This design comes from an exercise in tuning for small area on the open sky130 flow, not from production work. The RTL was checked by simulation tests, not by an equivalence proof against the original design. Power and IR drop assume default switching activity.

== the previous run ==
// snake_vga
module snake_vga(
	input clk,
	input rst_n,
	input [4:0] BOTTOM,
	input [1:0] SW,
	output [3:0] vga_red,
	output [3:0] vga_green,
	output [3:0] vga_blue,
	output vga_hsync,
	output vga_vsync,
	output [5:0] head_x,
	output [5:0] head_y,
	output [5:0] egg_x,
	output [5:0] egg_y,
	output [6:0] score,
	output [1:0] game_state
);
For scale: roughly 4700 cells after synthesis, roughly 33000 µm² of cells after synthesis.
Settings: LEC_CHECK=0, ABC_AREA=1, CAP_MARGIN=0, CORE_MARGIN=2, CORE_UTILIZATION=55, CTS_BUF_LIST=sky130_fd_sc_hd__clkbuf_4, GPL_TIMING_DRIVEN=0, SLEW_MARGIN=0; clock period 40.0 ns.
run.sh (not shown) runs the stock make flow with config.mk's settings and CLKGATE_MAP_FILE= SYNTH_SCRIPT=/design/flow/synth_recipe.tcl, a recipe that flattens the netlist after the stock synthesis.
--- input diff the previous run..the current run ---
==> flow/flow/run.sh (new file) <==
#!/bin/bash
# Layout flow: the standard layout (standard.sh), with the synthesis
# script swapped for flow/area_synth.tcl, which maps the logic with ABC's
# area-oriented script flow/area.abc. Everything else is standard.sh's.
set -euo pipefail
W=$(pwd)
export AREA_ABC_SCRIPT="$W/flow/area.abc"
grep -q "SYNTH_SCRIPT=" standard.sh
sed -E "s#SYNTH_SCRIPT=[^ ]+#SYNTH_SCRIPT=$W/flow/area_synth.tcl#" standard.sh > area_standard.sh
grep -q "SYNTH_SCRIPT=$W/flow/area_synth.tcl" area_standard.sh
bash area_standard.sh > area_standard.log 2>&1
test -s out/final.def
==> flow/flow/area.abc (new file) <==
strash
balance -l
resub -K 6 -l
rewrite -l
resub -K 6 -N 2 -l
refactor -l
resub -K 8 -l
balance -l
resub -K 8 -N 2 -l
rewrite -l
resub -K 10 -l
rewrite -z -l
resub -K 10 -N 2 -l
balance -l
resub -K 12 -l
refactor -z -l
resub -K 12 -N 2 -l
rewrite -z -l
balance -l
dch
map -a
mfs2
strash
dch
map -a
mfs2
strash
dch
map -a
topo
dnsize -c
==> flow/flow/area_synth.tcl (new file) <==
# The standard flow's synthesis script (synth_recipe.tcl), with ABC's technology mapping
# run with an area-oriented script (flow/area.abc) in place of ORFS's own.
# Only ABC's mapping of the logic between registers changes: the registers,
# their names and their cells are those of the standard synthesis.
proc synth {args} { yosys synth -nofsm -noshare {*}$args }
proc abc {args} {
  set i [lsearch -exact $args -script]
  if { $i >= 0 } { lset args [expr {$i + 1}] $::env(AREA_ABC_SCRIPT) }
  yosys abc {*}$args
}
source $::env(SCRIPTS_DIR)/synth.tcl
# left out here: clear keep_hierarchy, flatten, clean up, hide names made inside functions, write 1_2_yosys.v
==> flow/standard.sh (new file) <==
#!/bin/bash
# synth_recipe.tcl (not shown) runs the flow's synth.tcl, then flattens the netlist and writes it again
# the make line also repeats each setting of config.mk as NAME=value (left out here)
make -C /OpenROAD-flow-scripts/flow DESIGN_CONFIG=/design/flow/config.mk WORK_HOME=/design/flow/orfs CLKGATE_MAP_FILE= SYNTH_SCRIPT=/design/flow/synth_recipe.tcl "${@:-finish}"
removed: flow/run.sh
==> comparison <==
Comparing adder-cell share of the synthesized area for the current run and the previous run, the smaller number came from the previous run. Number of standard cells in the final layout excluding fillers (lower): the current run. From the previous run to the current run the numbers moved as follows: number of buffer cells added on primary ports comparable, post-detailed-route via-to-cell ratio now larger, design area now smaller. The current run finished every stage and its layout cleared the timing, DRC and antenna checks. Compared with the previous run, the current run is the less power-hungry design. Per the comparison of the current run with the previous run, worst setup timing slack at the placement stage now sits lower; synthesized-area fraction occupied by ao, oa, aoi and oai cells higher. The endpoint of the worst setup timing path comes out u_snake_control.u in one run and vga_red[1] in the other, namely in the current run and the previous run respectively.

---

Another version of the RTL of snake_vga (not shown whole).
Size: about 3,300 cells after synthesis, about 410 flip-flops, roughly 56 I/O pins.
clock: 40.0 ns
lec_check: 0
abc_area: 1
cap_margin: 0
core_margin: 2
core_utilization: 55
cts_buf_list: sky130_fd_sc_hd__clkbuf_4
gpl_timing_driven: 0
slew_margin: 0
standard.sh (not shown) runs the stock make flow with config.mk's settings and CLKGATE_MAP_FILE= SYNTH_SCRIPT=/design/flow/synth_recipe.tcl, a recipe that flattens the netlist after the stock synthesis.
==> flow/flow/run.sh <==
#!/bin/bash
# Layout flow: the standard layout (standard.sh) with three changes.
#  - Synthesis runs flow/area_synth.tcl, the standard flow's synthesis script with ABC's
#    technology mapping done by the area-oriented script flow/area.abc.
#  - ADDER_MAP_FILE is empty, so adders are left to ABC as plain logic
#    rather than mapped to half/full-adder cells.
#  - Port buffers use the smallest buffer, sky130_fd_sc_hd__buf_1.
# The registers, their names and cells are those of the standard synthesis;
# floorplan, power grid, placement, clock tree and routing are standard.sh's.
# Each tool's log is under orfs/logs; make's own output is area_standard.log.
set -euo pipefail
W=$(pwd)
export AREA_ABC_SCRIPT="$W/flow/area.abc"
export ADDER_MAP_FILE=
export BUFFER_PORTS_ARGS="-buffer_cell sky130_fd_sc_hd__buf_1"
grep -q "SYNTH_SCRIPT=" standard.sh
sed -E "s#SYNTH_SCRIPT=[^ ]+#SYNTH_SCRIPT=$W/flow/area_synth.tcl#" standard.sh > area_standard.sh
grep -q "SYNTH_SCRIPT=$W/flow/area_synth.tcl" area_standard.sh
bash area_standard.sh > area_standard.log 2>&1
test -s out/final.def
==> flow/flow/area.abc <==
strash
balance -l
resub -K 6 -l
rewrite -l
resub -K 6 -N 2 -l
refactor -l
resub -K 8 -l
balance -l
resub -K 8 -N 2 -l
rewrite -l
resub -K 10 -l
rewrite -z -l
resub -K 10 -N 2 -l
balance -l
resub -K 12 -l
refactor -z -l
resub -K 12 -N 2 -l
rewrite -z -l
balance -l
dch
amap
mfs2
strash
dch
amap
mfs2
strash
dch
amap
topo
dnsize -c
==> flow/flow/area_synth.tcl <==
# The standard flow's synthesis script (synth_recipe.tcl), with ABC's technology mapping
# run with an area-oriented script (flow/area.abc) in place of ORFS's own.
# Only ABC's mapping of the logic between registers changes: the registers,
# their names and their cells are those of the standard synthesis.
proc synth {args} { yosys synth -nofsm -noshare {*}$args }
proc abc {args} {
  set i [lsearch -exact $args -script]
  if { $i >= 0 } { lset args [expr {$i + 1}] $::env(AREA_ABC_SCRIPT) }
  yosys abc {*}$args
}
source $::env(SCRIPTS_DIR)/synth.tcl
# left out here: clear keep_hierarchy, flatten, clean up, hide names made inside functions, write 1_2_yosys.v
The starting point ran to the end with violations: max-capacitance violations, max-slew violations.
Change:
--- a/flow/flow/run.sh
+++ b/flow/flow/run.sh
@@ -1,3 +1,3 @@
 #!/bin/bash
-# Layout flow: the standard layout (standard.sh) with three changes.
+# Layout flow: the standard layout (standard.sh) with these changes.
 #  - Synthesis runs flow/area_synth.tcl, the standard flow's synthesis script with ABC's
@@ -7,2 +7,4 @@
 #  - Port buffers use the smallest buffer, sky130_fd_sc_hd__buf_1.
+#  - Clock tree synthesis builds the tree from sky130_fd_sc_hd__clkbuf_4
+#    and inserts no dummy loads.
 # The registers, their names and cells are those of the standard synthesis;
@@ -15,2 +17,3 @@
 export BUFFER_PORTS_ARGS="-buffer_cell sky130_fd_sc_hd__buf_1"
+export CTS_ARGS="-sink_clustering_enable -repair_clock_nets -dont_use_dummy_load -buf_list sky130_fd_sc_hd__clkbuf_4"
 grep -q "SYNTH_SCRIPT=" standard.sh
Settings changed: CAP_MARGIN 0 to 15, CORE_UTILIZATION 55 to 65, SLEW_MARGIN 0 to 15.
The new run ran to the end with no violations.
Routed wire length came out higher by 3.1%.
Sequential power stays flat.
Area after synthesis stays the same.
Final area came out lower by 2.4%.
Core utilization came out higher by 10 points.
Hold slack is worse by 0.10 ns.
Combinational power came out higher by about 2%.
Clock-buffer cell count came out lower by 54.
Global-route usage came out higher by 9.7 points.
Total power came out lower by 1.9%.
Die area came out lower by 15%.

---

Another version of the RTL of snake_vga (not shown whole).
Size: roughly 3,200 cells after synthesis, roughly 410 flip-flops, ~56 I/O pins, roughly 0.025 sq mm of cells after synthesis.
clock: 40.0 ns
lec_check: 0
abc_area: 1
cap_margin: 15
core_margin: 2
core_utilization: 65
cts_buf_list: sky130_fd_sc_hd__clkbuf_4
cts_cluster_diameter: 50
cts_cluster_size: 6
gpl_timing_driven: 0
slew_margin: 15
==> flow/flow/run.sh <==
#!/bin/bash
# Layout flow: the standard layout (standard.sh) with these changes.
#  - Synthesis runs flow/area_synth.tcl, the standard flow's synthesis script with ABC's
#    technology mapping done by the area-oriented script flow/area.abc
#    (logic restructuring, a 90-second &deepsyn search, then area mapping).
#  - ADDER_MAP_FILE is empty, so adders are left to ABC as plain logic
#    rather than mapped to half/full-adder cells.
#  - Port buffers use the smallest buffer, sky130_fd_sc_hd__buf_1.
#  - Clock tree synthesis builds the tree from sky130_fd_sc_hd__clkbuf_4,
#    clusters up to 6 sinks (within 50 um) under each leaf buffer and
#    inserts no dummy loads.
# The registers, their names and cells are those of the standard synthesis;
# floorplan, power grid, placement, clock tree and routing are standard.sh's.
# Each tool's log is under orfs/logs; make's own output is area_standard.log.
set -euo pipefail
W=$(pwd)
export AREA_ABC_SCRIPT="$W/flow/area.abc"
export ADDER_MAP_FILE=
export BUFFER_PORTS_ARGS="-buffer_cell sky130_fd_sc_hd__buf_1"
export CTS_ARGS="-sink_clustering_enable -repair_clock_nets -dont_use_dummy_load -buf_list sky130_fd_sc_hd__clkbuf_4 -sink_clustering_size 6 -sink_clustering_max_diameter 50"
grep -q "SYNTH_SCRIPT=" standard.sh
sed -E "s#SYNTH_SCRIPT=[^ ]+#SYNTH_SCRIPT=$W/flow/area_synth.tcl#" standard.sh > area_standard.sh
grep -q "SYNTH_SCRIPT=$W/flow/area_synth.tcl" area_standard.sh
bash area_standard.sh > area_standard.log 2>&1
test -s out/final.def
==> flow/flow/area.abc <==
strash
balance -l
resub -K 6 -l
rewrite -l
resub -K 6 -N 2 -l
refactor -l
resub -K 8 -l
balance -l
resub -K 8 -N 2 -l
rewrite -l
resub -K 10 -l
rewrite -z -l
resub -K 10 -N 2 -l
balance -l
resub -K 12 -l
refactor -z -l
resub -K 12 -N 2 -l
rewrite -z -l
balance -l
&get -n
&deepsyn -T 90
&put
dch
amap
mfs2
strash
dch
amap
mfs2
strash
dch
amap
topo
dnsize -c
Scripts as last shown in full above: flow/flow/area_synth.tcl
The starting point went through all stages and came out clean.
Change:
--- a/flow/flow/run.sh
+++ b/flow/flow/run.sh
@@ -8,5 +8,4 @@
 #  - Port buffers use the smallest buffer, sky130_fd_sc_hd__buf_1.
-#  - Clock tree synthesis builds the tree from sky130_fd_sc_hd__clkbuf_4,
-#    clusters up to 6 sinks (within 50 um) under each leaf buffer and
-#    inserts no dummy loads.
+#  - Clock tree synthesis builds the tree from sky130_fd_sc_hd__clkbuf_4
+#    and inserts no dummy loads.
 # The registers, their names and cells are those of the standard synthesis;
@@ -19,3 +18,3 @@
 export BUFFER_PORTS_ARGS="-buffer_cell sky130_fd_sc_hd__buf_1"
-export CTS_ARGS="-sink_clustering_enable -repair_clock_nets -dont_use_dummy_load -buf_list sky130_fd_sc_hd__clkbuf_4 -sink_clustering_size 6 -sink_clustering_max_diameter 50"
+export CTS_ARGS="-sink_clustering_enable -repair_clock_nets -dont_use_dummy_load -buf_list sky130_fd_sc_hd__clkbuf_4"
 grep -q "SYNTH_SCRIPT=" standard.sh
CTS_CLUSTER_DIAMETER = unset   (was 50)
CTS_CLUSTER_SIZE = unset   (was 6)
What happened: The new run completed without violations; via count went up by 1.7%; total power stays flat; design area came out higher by 0.72%; worst setup slack loses 1.3 ns; area after synthesis hardly moves; die area barely changes.

port drivers added, routing unchanged:
The flow's constraints put no driver on any port. The routed layouts listed below were extracted and timed again, unchanged, in two steps.
Step 1 assumes that a clkbuf_16 drives the clock port and a buf_2 every other input.
Step 2 times the ports against the registers' clock, not the clock port: input delays grow and output delays shrink by t, the midpoint of the rising clock arrivals with the driver on.
Three values: ideal, step 1, step 2; two values: the first two.
run | t, ns | slack for setup (ns) | latest minus earliest clock arrival (ns)
the previous run | 1.000 | 26.581 / 26.524 / 26.030 | 0.085 / 0.085
the current run | 0.948 | 23.740 / 23.740 / 23.740 | 0.061 / 0.061
the first run of note 2 | 0.965 | 25.428 / 25.428 / 25.428 | 0.101 / 0.100
the second run of note 2 | 0.888 | 25.510 / 25.510 / 25.367 | 0.147 / 0.147
the first run of note 3 | 0.834 | 26.050 / 26.050 / 26.050 | 0.137 / 0.137
the second run of note 3 | 0.867 | 24.774 / 24.774 / 24.774 | 0.163 / 0.163
For the previous run, which loses most, drivers alone change the setup slack by -0.057 ns; drivers and shift together by -0.551 ns.
